Context: an optimization exercise on an open-source flow, tuned for small area, a short achievable clock period and few clock cycles. The choices shown serve that exercise and are no tape-out recipe. The RTL was checked by simulation tests, not by an equivalence proof against the original design.

Setup of job 3930:
// alu_unit
module alu_unit (
	input  wire        clk,
	input  wire        rst,
	input  wire        start,
	input  wire [31:0] op1,
	input  wire [31:0] op2,
	input  wire [3:0]  selALU,
	output wire        done,
	output wire [31:0] result
);
For scale: about 2000 cells after synthesis, ~110 flip-flops, about 100 I/O pins.
clock: 85.0 ns
lec_check: 0
abc_area: 1
cap_margin: 20
core_margin: 2
core_utilization: 55
slew_margin: 20
standard.sh (not shown) runs the stock make flow with config.mk's settings and CLKGATE_MAP_FILE= SYNTH_SCRIPT=/design/flow/synth_recipe.tcl, a recipe that flattens the netlist after the stock synthesis.
==> flow/flow/run.sh <==
#!/bin/bash
# Standard ORFS layout, with two changes to how the layout is made:
# - the timing repair steps are asked to leave SETUP_SLACK_MARGIN ns of
#   setup slack (flow/margin.txt) so that they work on the paths that set
#   the achieved period;
# - the port buffers are plain buffers rather than delay cells.
# Constraints and clock are the standard flow's own.
set -euo pipefail
export SETUP_SLACK_MARGIN=$(cat flow/margin.txt)
export BUFFER_PORTS_ARGS="-buffer_cell sky130_fd_sc_hd__buf_1"
bash standard.sh > standard.log 2>&1
==> flow/flow/margin.txt <==
65
In summary, job 3930 completed successfully, with a layout that passed the timing, DRC and antenna checks.
Testbench counts of job 3930, summed over its fixed seeds: cycles 69,196.
What job 1504 does differently from job 3930 at the input level:
==> flow/flow/run.sh <==
#!/bin/bash
# Standard ORFS layout, with the timing repair steps asked to leave
# SETUP_SLACK_MARGIN ns of setup slack so that they work on the paths
# that set the achieved period. Constraints and clock are the standard flow's own.
set -euo pipefail
export SETUP_SLACK_MARGIN=$(cat flow/margin.txt)
bash standard.sh > standard.log 2>&1
==> flow/flow/margin.txt <==
66
Findings:
- Summary of job 1504 over job 3930: critical path depth saw an increase, proportion of cell area occupied by registers now smaller.
- On number of buffers inserted by post-CTS setup repair, the higher figure sits with job 1504, not job 3930.
- Changes observed in job 1504 relative to job 3930: design area grew by about 10%; worst-skew pair later-pin latency held steady; length in cells of the worst reg-to-reg path grew by 4.9%.
- Via count, job 1504 and job 3930: lower on job 3930
- A last element of the critical path of res[31]$_DFF_P_ is what job 3930 shows, while res[24]$_DFF_P_ belongs to job 1504.
- For the initial detailed-routing violation count, job 1504 came in 20% higher than job 3930 did.
Input-level comparison between job 1888 and job 1504:
==> flow/flow/run.sh <==
#!/bin/bash
# Standard ORFS layout, with two changes to how the layout is made:
# - the timing repair steps are asked to leave SETUP_SLACK_MARGIN ns of
#   setup slack (flow/margin.txt) so that they work on the paths that set
#   the achieved period;
# - the port buffers are plain buffers rather than delay cells.
# Constraints and clock are the standard flow's own.
set -euo pipefail
export SETUP_SLACK_MARGIN=$(cat flow/margin.txt)
export BUFFER_PORTS_ARGS="-buffer_cell sky130_fd_sc_hd__buf_1"
bash standard.sh > standard.log 2>&1
==> flow/flow/margin.txt <==
65.5
Results
Taking job 1504 as the reference, in job 1888 post-route cell area now smaller, area of combinational cells with multiple inputs shows a reduction of 50 µm², post-CTS setup repair buffer count has decreased, share of synthesized cell area in full adder, half adder and majority cells barely changed.
The detailed-route DRC error count of job 1504 and that of job 1888 are within noise of each other.
Job 1504 has a lower sum of buffers and inverters on the critical path than job 1888.
Compared with job 1504, job 1888 shows a clock buffer count in the final layout that is 1 lower.


== run A ==
Another version of the RTL of alu_unit (not shown whole).
For scale: ~1800 cells after synthesis, roughly 110 flip-flops, roughly 15000 sq um of cells after synthesis.
// alu_unit
module alu_unit (
	input  wire        clk,
	input  wire        rst,
	input  wire        start,
	input  wire [31:0] op1,
	input  wire [31:0] op2,
	input  wire [3:0]  selALU,
	output wire        done,
	output wire [31:0] result
);
==> flow/config.mk <==
export PLATFORM = sky130hd
export DESIGN_NAME = alu_unit
export DESIGN_NICKNAME = alu_unit
export VERILOG_FILES = /design/flow/design.v
export SDC_FILE = /design/flow/constraint.sdc
export NUM_CORES = 4
export LEC_CHECK = 0
export CAP_MARGIN = 20
export CORE_MARGIN = 2
export CORE_UTILIZATION = 40
export SLEW_MARGIN = 20
==> flow/constraint.sdc <==
create_clock -name core_clock -period 85.0 [get_ports {clk}]
set_input_delay 17.0000 -clock core_clock [delete_from_list [all_inputs] [get_ports {clk}]]
set_output_delay 17.0000 -clock core_clock [all_outputs]
set_load 0.01 [all_outputs]
==> flow/flow/run.sh <==
#!/bin/bash
# Standard ORFS layout, with the timing repair steps asked to leave
# SETUP_SLACK_MARGIN ns of setup slack so that they work on the paths
# that set the achieved period. Constraints and clock are the standard flow's own.
set -euo pipefail
export SETUP_SLACK_MARGIN=$(cat flow/margin.txt)
bash standard.sh > standard.log 2>&1
==> flow/flow/margin.txt <==
66.5
Run A went all the way through the flow, and no timing, DRC or antenna check failed.
Testbench counts of run A, summed over its fixed seeds: cycles 69,196.
Changes in run B relative to run A:
# run A
export LEC_CHECK = 0
export CAP_MARGIN = 20
export CORE_MARGIN = 2
export CORE_UTILIZATION = 40
export SLEW_MARGIN = 20
create_clock -name core_clock -period 85.0 [get_ports {clk}]
# run B
export LEC_CHECK = 0
export ABC_AREA = 1
export CAP_MARGIN = 20
export CORE_MARGIN = 2
export CORE_UTILIZATION = 55
export SLEW_MARGIN = 20
create_clock -name core_clock -period 85.0 [get_ports {clk}]
==> flow/flow/margin.txt <==
65
--- outcome ---
[compare] base=run A new=run B: starting DRC count in detailed routing went up; fmax did not really move. Run A reached the end of the flow, and the finished layout is clean on the timing, DRC and antenna checks. Run B | status: complete | timing, DRC, antenna: pass. Looking at area of the core, run B sits below run A. Number of ordinary inverters in the final layout, run B vs run A: up by more than half. Count of clock-buffer cells in the layout: run B > run A. Of the two candidates, run A has the worse cell area and run B the better one.
Inputs modified between run B and run C:
# run B
export LEC_CHECK = 0
export ABC_AREA = 1
export CAP_MARGIN = 20
export CORE_MARGIN = 2
export CORE_UTILIZATION = 55
export SLEW_MARGIN = 20
create_clock -name core_clock -period 85.0 [get_ports {clk}]
# run C
export LEC_CHECK = 0
export CAP_MARGIN = 20
export CORE_MARGIN = 2
export CORE_UTILIZATION = 40
export SLEW_MARGIN = 20
create_clock -name core_clock -period 85.0 [get_ports {clk}]
## What came out
Of the two values seen for highest-delay cell along the critical path, fa_2 was produced by run C and clkdlybuf4s50_1 by run B.
Of run C and run B, run C shows the higher proportion of cell area occupied by multi-input gates, with run B below it.
The number of vias in the routed layout of run C is lower than that of run B.
Run B and run C ended up with roughly the same fmax.
Run C ran to completion and came out clean on the timing, DRC and antenna checks.
Per the comparison of run C with run B, final cycle utilization of the critical path stayed essentially flat; overall routing resource usage went down; post-synthesis net count down 9.1%.
Going from run B to run C, length in cells of the worst reg-to-reg path shows a reduction of 29%; post-route standard cell area excluding fillers moved up.
A leading cell type in the layout, fill and taps excluded of nor2_1 is what run C shows, while nand2_1 belongs to run B.

[what the ideal ports hide]
No port has a modelled driver above. Below, the same layouts with a new extraction and two added sets of constraints.
Step 1 sets driving cells, clkbuf_16 on the clock port and buf_2 on the other inputs (assumed; they add their load-dependent delay and slew).
Step 2 adds t to the input delays and takes it off the output delays; t is the mean of the earliest and latest rising clock arrival at the registers after step 1. Input paths then give back, and output paths get back, about the clock's delay inside the block.
Three values: ideal, step 1, step 2; two values: the first two.
run | shift t [ns] | setup slack, ns | worst data-port slew with drivers (ns) | cell pins on the clock port's net
job 3930 | 0.419 | 65.177 / 65.201 / 64.782 | 0.04 | 1
job 1504 | 0.421 | 65.373 / 65.376 / 64.955 | 0.06 | 1
job 1888 | 0.419 | 65.200 / 65.201 / 64.782 | 0.06 | 1
run A | 0.428 | 65.107 / 65.112 / 64.684 | 0.21 | 1
run B | 0.410 | 65.102 / 65.128 / 64.718 | 0.05 | 1
run C | 0.421 | 65.049 / 65.065 / 64.644 | 0.04 | 1
After both steps every run listed still meets setup and hold. The setup slack of run A, which loses most, moves by +0.005 ns with the drivers and by -0.423 ns with both steps.
